Context: an optimization exercise on an open-source flow, tuned for small area and a short achievable clock period. The choices shown serve that exercise and are no tape-out recipe.
Function not checked in this run: the RTL went through the layout flow alone.
Power and IR drop assume default switching activity.

<file path="design/flow/config.mk">
export PLATFORM = sky130hd
export DESIGN_NAME = cordic
export DESIGN_NICKNAME = cordic
export VERILOG_FILES = /design/flow/design.v
export SDC_FILE = /design/flow/constraint.sdc
export NUM_CORES = 4
export LEC_CHECK = 0
export ABC_AREA = 1
export CAP_MARGIN = 20
export CORE_MARGIN = 2
export CORE_UTILIZATION = 50
export CTS_BUF_LIST = sky130_fd_sc_hd__clkbuf_8
export SETUP_SLACK_MARGIN = 0.5
export SLEW_MARGIN = 20
</file>
<file path="design/flow/flow/abc_area.script">
strash
balance
rewrite
refactor
balance
rewrite
rewrite -z
balance
refactor -z
rewrite -z
balance
dch
map -a
topo
stime -c
buffer -c
upsize -c
dnsize -c
</file>
<file path="design/flow/flow/run.sh">
#!/bin/bash
# The standard layout (standard.sh) with these changes:
# repair_timing aims for a setup margin of 10.9 ns, ports get buf_2
# buffers, and Yosys maps no full or half adder cells (ADDER_MAP_FILE is
# empty, so ABC maps the adders as plain logic). ABC maps with
# flow/abc_area.script (a copy of ORFS's scripts folder is made here and
# only that file replaced).
# make's output goes to flow_make.log here; each ORFS step logs under orfs/logs.
set -euo pipefail
rm -rf scripts_copy
cp -r "$FLOW_HOME/scripts" scripts_copy
cp flow/abc_area.script scripts_copy/abc_area.script
sed -e "s|SETUP_SLACK_MARGIN=[0-9.]*|SETUP_SLACK_MARGIN=10.9 'BUFFER_PORTS_ARGS=-buffer_cell sky130_fd_sc_hd__buf_2' ADDER_MAP_FILE= SCRIPTS_DIR=$PWD/scripts_copy|" standard.sh > my_standard.sh
bash my_standard.sh > flow_make.log 2>&1
</file>
<file path="design/flow/constraint.sdc">
create_clock -name core_clock -period 15.0 [get_ports {clock}]
set_input_delay 3.0000 -clock core_clock [delete_from_list [all_inputs] [get_ports {clock}]]
set_output_delay 3.0000 -clock core_clock [all_outputs]
set_load 0.01 [all_outputs]
</file>
<file path="design/flow/design.v">
module cordic(CosX,SinX,theta,Sign,clock,reset);
	output [16:0] CosX,SinX;
	input  [15:0] theta;
	input  Sign,clock,reset;
	reg [15:0] X;
	reg [16:0] Y;
	reg [13:0] Z;
	reg        S1;             
	reg        zsr;            
	reg [3:0]  sh;             
	wire zs = zsr;
	wire last = (sh == 4'd14);
	wire [13:0] atan =
		(sh == 4'd1)  ? 14'd3593 : (sh == 4'd2)  ? 14'd1824 :
		(sh == 4'd3)  ? 14'd916  : (sh == 4'd4)  ? 14'd458  :
		(sh == 4'd5)  ? 14'd229  : (sh == 4'd6)  ? 14'd115  :
		(sh == 4'd7)  ? 14'd57   : (sh == 4'd8)  ? 14'd29   :
		(sh == 4'd9)  ? 14'd14   : (sh == 4'd10) ? 14'd7    :
		(sh == 4'd11) ? 14'd4    : (sh == 4'd12) ? 14'd2    :
		(sh == 4'd13) ? 14'd1    : 14'd0;
	wire first = (sh == 4'd0);
	wire [13:0] zop = first ? (S1 ? 14'd4720 : (zs ? -14'd4719 : 14'd14447)) : (atan ^ {14{~zs}});
	wire zci = ~first & ~zs;
	wire b = X[15];
	wire ysame = &(Y[15:0] ~^ {16{Y[16]}});      
	wire neg = last & (Y[16] ^ (ysame & b & (Y[16] ^ zs)));
	wire [16:0] yx = Y ^ {17{~zs}};
	wire [32:0] yext = {{17{yx[16]}}, yx[16:1]} >> sh;
	wire [15:0] yop = yext[15:0];
	wire [15:0] xx = X ^ {16{zs}};
	wire fillx = zs & ~neg;
	wire [32:0] xext = {{18{fillx}}, xx[15:1] ^ {neg, 14'd0}} >> sh;
	wire [16:0] xop = xext[16:0];
	wire [15:0] ylow = Y[15:0] & ~(16'hFFFE << sh);
	wire yc = Y[16] & (|ylow);
	wire cx = yc ^ ~zs;
	wire cy = zs;
	wire [16:0] ya = Y ^ {17{neg}};
	wire [15:0] SumX; addx ax(.a(X), .b(yop), .ci(cx), .s(SumX));
	wire [16:0] SumY; addy ay(.a(ya), .b(xop), .ci(cy), .s(SumY));
	wire [13:0] SumZ; addz az(.a(Z), .b(zop), .ci(zci), .s(SumZ));
	wire t45 = theta[13] & theta[11] & theta[10] & theta[8];
	always @(posedge clock)
		if (reset) begin
			sh <= 4'd0;
			X <= 16'h9B74;
			Y <= Sign ? 17'h1648C : 17'h09B74;
			Z <= theta[13:0] ^ {14{Sign}};
			S1 <= Sign;
			zsr <= ~Sign & ~t45;
		end else begin
			sh <= sh + 4'd1;
			X <= SumX;
			Y <= {SumY[16] | neg, SumY[15:0]};
			Z <= SumZ;
			S1 <= 1'b0;
			zsr <= SumZ[13];
		end
	assign CosX = {1'b0, X};
	assign SinX = Y;
endmodule
module addx(input [15:0] a, input [15:0] b, input ci, output [15:0] s);
  wire [15:0] p = a ^ b;
  wire [15:0] g = a & b;
  wire g0c = g[0] | (p[0] & ci);
  wire gn1 = g[1] | (p[1] & g0c);
  wire gn2 = g[3] | (p[3] & g[2]);
  wire pn2 = p[3] & p[2];
  wire gn3 = g[5] | (p[5] & g[4]);
  wire pn3 = p[5] & p[4];
  wire gn4 = g[7] | (p[7] & g[6]);
  wire pn4 = p[7] & p[6];
  wire gn5 = g[9] | (p[9] & g[8]);
  wire pn5 = p[9] & p[8];
  wire gn6 = g[11] | (p[11] & g[10]);
  wire pn6 = p[11] & p[10];
  wire gn7 = g[13] | (p[13] & g[12]);
  wire pn7 = p[13] & p[12];
  wire gn8 = g[15] | (p[15] & g[14]);
  wire pn8 = p[15] & p[14];
  wire gn9 = g[2] | (p[2] & gn1);
  wire gn10 = gn2 | (pn2 & gn1);
  wire gn11 = g[6] | (p[6] & gn3);
  wire pn11 = p[6] & pn3;
  wire gn12 = gn4 | (pn4 & gn3);
  wire pn12 = pn4 & pn3;
  wire gn13 = g[10] | (p[10] & gn5);
  wire pn13 = p[10] & pn5;
  wire gn14 = gn6 | (pn6 & gn5);
  wire pn14 = pn6 & pn5;
  wire gn15 = g[14] | (p[14] & gn7);
  wire pn15 = p[14] & pn7;
  wire gn16 = gn8 | (pn8 & gn7);
  wire pn16 = pn8 & pn7;
  wire gn17 = g[4] | (p[4] & gn10);
  wire gn18 = gn3 | (pn3 & gn10);
  wire gn19 = gn11 | (pn11 & gn10);
  wire gn20 = gn12 | (pn12 & gn10);
  wire gn21 = g[12] | (p[12] & gn14);
  wire pn21 = p[12] & pn14;
  wire gn22 = gn7 | (pn7 & gn14);
  wire pn22 = pn7 & pn14;
  wire gn23 = gn15 | (pn15 & gn14);
  wire pn23 = pn15 & pn14;
  wire gn24 = gn16 | (pn16 & gn14);
  wire pn24 = pn16 & pn14;
  wire gn25 = g[8] | (p[8] & gn20);
  wire gn26 = gn5 | (pn5 & gn20);
  wire gn27 = gn13 | (pn13 & gn20);
  wire gn28 = gn14 | (pn14 & gn20);
  wire gn29 = gn21 | (pn21 & gn20);
  wire gn30 = gn22 | (pn22 & gn20);
  wire gn31 = gn23 | (pn23 & gn20);
  wire gn32 = gn24 | (pn24 & gn20);
  wire [15:0] c = {gn31, gn30, gn29, gn28, gn27, gn26, gn25, gn20, gn19, gn18, gn17, gn10, gn9, gn1, g0c, ci};
  assign s = p ^ c;
endmodule
module addy(input [16:0] a, input [16:0] b, input ci, output [16:0] s);
  wire [16:0] p = a ^ b;
  wire [16:0] g = a & b;
  wire g0c = g[0] | (p[0] & ci);
  wire gn1 = g[1] | (p[1] & g0c);
  wire gn2 = g[3] | (p[3] & g[2]);
  wire pn2 = p[3] & p[2];
  wire gn3 = g[5] | (p[5] & g[4]);
  wire pn3 = p[5] & p[4];
  wire gn4 = g[7] | (p[7] & g[6]);
  wire pn4 = p[7] & p[6];
  wire gn5 = g[9] | (p[9] & g[8]);
  wire pn5 = p[9] & p[8];
  wire gn6 = g[11] | (p[11] & g[10]);
  wire pn6 = p[11] & p[10];
  wire gn7 = g[13] | (p[13] & g[12]);
  wire pn7 = p[13] & p[12];
  wire gn8 = g[15] | (p[15] & g[14]);
  wire pn8 = p[15] & p[14];
  wire gn9 = g[2] | (p[2] & gn1);
  wire gn10 = gn2 | (pn2 & gn1);
  wire gn11 = g[6] | (p[6] & gn3);
  wire pn11 = p[6] & pn3;
  wire gn12 = gn4 | (pn4 & gn3);
  wire pn12 = pn4 & pn3;
  wire gn13 = g[10] | (p[10] & gn5);
  wire pn13 = p[10] & pn5;
  wire gn14 = gn6 | (pn6 & gn5);
  wire pn14 = pn6 & pn5;
  wire gn15 = g[14] | (p[14] & gn7);
  wire pn15 = p[14] & pn7;
  wire gn16 = gn8 | (pn8 & gn7);
  wire pn16 = pn8 & pn7;
  wire gn17 = g[4] | (p[4] & gn10);
  wire gn18 = gn3 | (pn3 & gn10);
  wire gn19 = gn11 | (pn11 & gn10);
  wire gn20 = gn12 | (pn12 & gn10);
  wire gn21 = g[12] | (p[12] & gn14);
  wire pn21 = p[12] & pn14;
  wire gn22 = gn7 | (pn7 & gn14);
  wire pn22 = pn7 & pn14;
  wire gn23 = gn15 | (pn15 & gn14);
  wire pn23 = pn15 & pn14;
  wire gn24 = gn16 | (pn16 & gn14);
  wire pn24 = pn16 & pn14;
  wire gn25 = g[8] | (p[8] & gn20);
  wire gn26 = gn5 | (pn5 & gn20);
  wire gn27 = gn13 | (pn13 & gn20);
  wire gn28 = gn14 | (pn14 & gn20);
  wire gn29 = gn21 | (pn21 & gn20);
  wire gn30 = gn22 | (pn22 & gn20);
  wire gn31 = gn23 | (pn23 & gn20);
  wire gn32 = gn24 | (pn24 & gn20);
  wire gn33 = g[16] | (p[16] & gn32);
  wire [16:0] c = {gn32, gn31, gn30, gn29, gn28, gn27, gn26, gn25, gn20, gn19, gn18, gn17, gn10, gn9, gn1, g0c, ci};
  assign s = p ^ c;
endmodule
module addz(input [13:0] a, input [13:0] b, input ci, output [13:0] s);
  wire [13:0] p = a ^ b;
  wire [13:0] g = a & b;
  wire g0c = g[0] | (p[0] & ci);
  wire gn1 = g[1] | (p[1] & g0c);
  wire gn2 = g[3] | (p[3] & g[2]);
  wire pn2 = p[3] & p[2];
  wire gn3 = g[5] | (p[5] & g[4]);
  wire pn3 = p[5] & p[4];
  wire gn4 = g[7] | (p[7] & g[6]);
  wire pn4 = p[7] & p[6];
  wire gn5 = g[9] | (p[9] & g[8]);
  wire pn5 = p[9] & p[8];
  wire gn6 = g[11] | (p[11] & g[10]);
  wire pn6 = p[11] & p[10];
  wire gn7 = g[13] | (p[13] & g[12]);
  wire pn7 = p[13] & p[12];
  wire gn8 = g[2] | (p[2] & gn1);
  wire gn9 = gn2 | (pn2 & gn1);
  wire gn10 = g[6] | (p[6] & gn3);
  wire pn10 = p[6] & pn3;
  wire gn11 = gn4 | (pn4 & gn3);
  wire pn11 = pn4 & pn3;
  wire gn12 = g[10] | (p[10] & gn5);
  wire pn12 = p[10] & pn5;
  wire gn13 = gn6 | (pn6 & gn5);
  wire pn13 = pn6 & pn5;
  wire gn14 = g[4] | (p[4] & gn9);
  wire gn15 = gn3 | (pn3 & gn9);
  wire gn16 = gn10 | (pn10 & gn9);
  wire gn17 = gn11 | (pn11 & gn9);
  wire gn18 = g[12] | (p[12] & gn13);
  wire pn18 = p[12] & pn13;
  wire gn19 = gn7 | (pn7 & gn13);
  wire pn19 = pn7 & pn13;
  wire gn20 = g[8] | (p[8] & gn17);
  wire gn21 = gn5 | (pn5 & gn17);
  wire gn22 = gn12 | (pn12 & gn17);
  wire gn23 = gn13 | (pn13 & gn17);
  wire gn24 = gn18 | (pn18 & gn17);
  wire gn25 = gn19 | (pn19 & gn17);
  wire [13:0] c = {gn24, gn23, gn22, gn21, gn20, gn17, gn16, gn15, gn14, gn9, gn8, gn1, g0c, ci};
  assign s = p ^ c;
endmodule
</file>
<file path="design/flow/standard.sh">
#!/bin/bash
# synth_recipe.tcl (not shown) runs the flow's synth.tcl, then flattens the netlist and writes it again
# the make line also repeats each setting of config.mk as NAME=value (left out here)
make -C /OpenROAD-flow-scripts/flow DESIGN_CONFIG=/design/flow/config.mk WORK_HOME=/design/flow/orfs CLKGATE_MAP_FILE= SYNTH_SCRIPT=/design/flow/synth_recipe.tcl "${@:-finish}"
</file>
==> summary.txt <==
-- repair_timing --
| action | CTS | global route |
|---|---|---|
| hold buffers | 0 | 0 |
| hold endpoints to repair | 0 | 0 |
| cloned | 5 | 1 |
| gates resized for setup | 56 | 82 |
| setup buffers | 16 | 13 |
| endpoints found under the setup margin | 40 | 29 |
| pin swaps | 8 | 28 |
-- per-layer routing --
metal  up-vias  global-route usage  routed length (µm)
li1       3107                   -                   -
met1      2929               0.411                7990
met2       324               0.490                8350
met3        67              0.0687                1620
met5         -              0.0268                  37
met4         2               0.117                 660
-- synthesized netlist by cell type, types with 3 or more instances --
| master | n | share of area |
|---|---|---|
| inv_2 | 16 | 0.011 |
| dfxtp_1 | 53 | 0.19 |
| nor2_4 | 6 | 0.012 |
| a21oi_2 | 3 | 0.0048 |
| o211ai_1 | 6 | 0.0083 |
| o31ai_1 | 4 | 0.0055 |
| or2_1 | 4 | 0.0046 |
| inv_1 | 97 | 0.067 |
| nor2_1 | 135 | 0.093 |
| xor2_1 | 59 | 0.095 |
| nand2_1 | 198 | 0.14 |
| nor2_2 | 8 | 0.0092 |
| and2_1 | 4 | 0.0046 |
| a21oi_1 | 56 | 0.051 |
| nand3_1 | 23 | 0.021 |
| o22ai_1 | 6 | 0.0069 |
| o21ai_0 | 56 | 0.051 |
| xnor2_1 | 24 | 0.039 |
| nor3_1 | 12 | 0.011 |
| buf_2 | 12 | 0.011 |
| a31oi_1 | 14 | 0.016 |
| nand2_2 | 3 | 0.0034 |
| buf_4 | 5 | 0.0069 |
| nand4_1 | 6 | 0.0069 |
| clkbuf_1 | 11 | 0.0076 |
| o221ai_1 | 12 | 0.019 |
| o21ai_1 | 33 | 0.030 |
| a221oi_1 | 6 | 0.0096 |
| buf_1 | 9 | 0.0062 |
-- logic make-up (layout without fill, tap and decap cells) --
kind of cell	Yosys count	count (layout)	share of synthesized area
AO/OA/AOI/OAI	212	212	0.230
other	1	1	0.000687
XOR/XNOR	84	84	0.138
buffers and inverters	152	211	0.112
adder cells (fa/ha/maj)	2	2	0.00390
AND/OR/NAND/NOR	412	412	0.321
flip-flops	53	53	0.194
-- through the flow --
step           utilization  hold WS, ns  power (mW)  instances
3_5_place_dp         0.534        0.620        1.50       1072
3_3_place_gp         0.534        0.587        1.46       1072
2_1_floorplan            -        0.590        1.23        916
4_1_cts              0.587        0.622        1.70       1101
5_1_grt              0.628        0.656        2.06       1115
6_report             0.628        0.627        1.89       1115
-- power by group through the flow --
| stage | clock [mW] | combinational (mW) | sequential (mW) |
|---|---|---|---|
| 3_5_place_dp | 0 | 1.20 | 0.298 |
| 4_1_cts | 0.113 | 1.28 | 0.300 |
| 6_report | 0.112 | 1.47 | 0.314 |
| 2_1_floorplan | 0 | 0.943 | 0.288 |
| 5_1_grt | 0.120 | 1.62 | 0.320 |
| 3_3_place_gp | 0 | 1.17 | 0.297 |
-- sequential cells by signal, summed over array words and instances (netlist names) --
register	cells
S1	1
Z	14
Y	17
X	16
sh	4
zsr	1
-- critical path, delay by kind of cell (launching register included) --
family | cells | cell delay, ns
and+or+nand+nor | 14 | 1.56
AOI/OAI and AO/OA | 9 | 1.35
DFF | 1 | 0.34
xor gates and xnor gates | 1 | 0.13
adders and majority gates | 1 | 0.21
buffers and inverters | 6 | 0.53
-- final timing paths --
check / cells past startpoint / slack (ns) / endpoint
hold reg to reg: 2 / 0.63 / sh[3]$_SDFF_PP0_
hold / removal: 2 / 0.63 / sh[3]$_SDFF_PP0_
setup / recovery: 31 / 10.76 / X[15]$_SDFF_PP1_
setup reg to reg: 31 / 10.76 / X[15]$_SDFF_PP1_
-- area by class of cell --
type / count / area [µm²] / area share
Multi-Input combinational cell: 711 / 4190 / 0.621
Timing Repair Buffer: 87 / 678 / 0.100
Clock inverter: 2 / 37.5 / 0.00556
Tap cell: 140 / 175 / 0.0259
Inverter: 114 / 480 / 0.0712
Sequential cell: 53 / 1090 / 0.162
Clock buffer: 6 / 82.6 / 0.0122
Timing Repair inverter: 2 / 13.8 / 0.00204
==> results.py <==
metrics = {
    "placement": {
        "port-buffer-count": 49,
        "place_congestion": 0.986,
        "placed_cell_area_um2": 5740,
        "dp_slack_ns": 9.62,
        "dp_hpwl_um": 12800,
    },
    "grt": {
        "grt_max_degree": 36,
        "grt-ovfl-total": 0,
        "grtUsageTotal": 0.311,
        "grt_pass1_wl_um": 28400,
        "grt_pass1_vias": 5650,
        "antenna_found_initial": 0,
    },
    "setup_path": {
        "reg2reg_from": "sh[1]$_SDFF_PP0_",
        "worstPathRequired_ns": 15.25,
        "cp_common_cell": "nor2_4",
        "slowest_stage": "dfxtp_1",
        "arrival_ns": 4.48,
        "cpPeakStageDelay_ns": 0.34,
        "path_class": "reg -> reg",
        "start_kind": "register",
        "end_kind": "register",
        "cp_max_fo": 21,
        "cp-startpoint": "sh[1]$_SDFF_PP0_",
    },
    "die": {
        "start_util": 0.508,
        "fp.coreArea_um2": 10700,
        "dieHeight_um": 108,
        "rows": 38,
        "io_pins": 53,
        "chipWidth_um": 108,
        "die-area_um2": 11800,
    },
    "power": {
        "p_per_area_nw_per_um2": 280,
        "p_seq_frac": 0.166,
        "p_clk_frac": 0.059,
        "p_int_mw": 0.855,
        "p_comb_frac": 0.775,
        "leakage_nw": 3.17,
        "switchingPower_mw": 1.04,
        "switching_share": 0.548,
        "irDropWorstVdd_mv": 0.152,
    },
    "route": {
        "first_pass_iters": 6,
        "drtAntennaViolNets": 0,
        "avgViaCountPerCell": 5.77,
        "drt-total-wl_um": 18700,
        "first_iter_violations": 708,
        "vias": 6429,
        "wl_per_cell_um": 16.7,
        "drc_errors": 0,
    },
    "synthesis": {
        "ys_seq_elements": 53,
        "synth_cell_types": 55,
        "ys_async_sr_fraction": 0,
        "synth_area_um2": 5460,
        "syn-num-nets": 935,
        "ys_seq_area_frac": 0.194,
        "ys.flop_type": "dfxtp_1",
        "synth-edff-count": 0,
        "synth_warnings": 1,
        "synth_cells": 916,
        "avgSynthCellArea_um2": 5.96,
    },
    "clock_tree": {
        "numCtsBuffers": 5,
        "clk_latency_ns": 0.35,
        "cts_tree": "done",
        "clkTransAtPathRegs_ns": 0.11,
        "cts-htree-levels": 2,
        "cts_buffer_depth": 2,
        "cts_root_buf": "clkbuf_8",
        "cts_sinks": 53,
    },
    "timing": {
        "fin_crit_sh": 0.282,
        "finClkSkew_ns": 0.0103,
        "finalCriticalPeriod_ns": 4.24,
        "slew_viol_final": 0,
        "setup_viol": 0,
        "final_hold_viol_count": 0,
        "rsz0062_at_grt": "yes",
        "clock.fmax_mhz": 236,
        "final.setup.worst_slack_ns": 10.76,
        "fin_tns_setup_ns": 0,
    },
    "finish": {
        "syn_to_final_growth_pct": 23.7,
        "layout_commonest_cell": "nand2_1",
        "n_antenna_cell": 0,
        "fillers": 1005,
        "most-common-layout-cells": "194 x nand2_1, 120 x nor2_1, 94 x inv_1",
        "fin_area_um2": 6750,
        "final_nets": 993,
        "drive_gt1_frac": 0.233,
    },
    "hold_path": {
        "hold_class": "reg -> reg",
        "holdCritStartpoint": "sh[3]$_SDFF_PP0_",
    },
    "flow_run": {
        "cap_violations": 0,
    },
    "run_status": {
        "status": "no timing/DRC/antenna violations",
    },
}

-- afterwards: timing with drivers on the ports --
How much do the figures lean on ideal ports? The routed layout below was timed once more, with nothing changed but the port constraints. Step 1 (the two cells are an assumption about what drives the block):
set clk [get_ports {clock}]
set_driving_cell -lib_cell sky130_fd_sc_hd__clkbuf_16 $clk
set_driving_cell -lib_cell sky130_fd_sc_hd__buf_2 [delete_from_list [all_inputs] $clk]
Step 2, shift: input delay + t, output delay - t, t = (earliest + latest rising clock arrival at the registers) / 2. This alone moves slack from input paths to output paths. a / b / c = ideal / step 1 / step 2; a / b = the first two.
t (ns): 0.379
setup slack, ns: 10.765 / 10.765 / 10.674
worst setup path after step 2: input to register
After both steps this run still meets setup and hold. For this run, drivers alone change the setup slack by 0.000 ns; drivers and shift together by -0.091 ns.
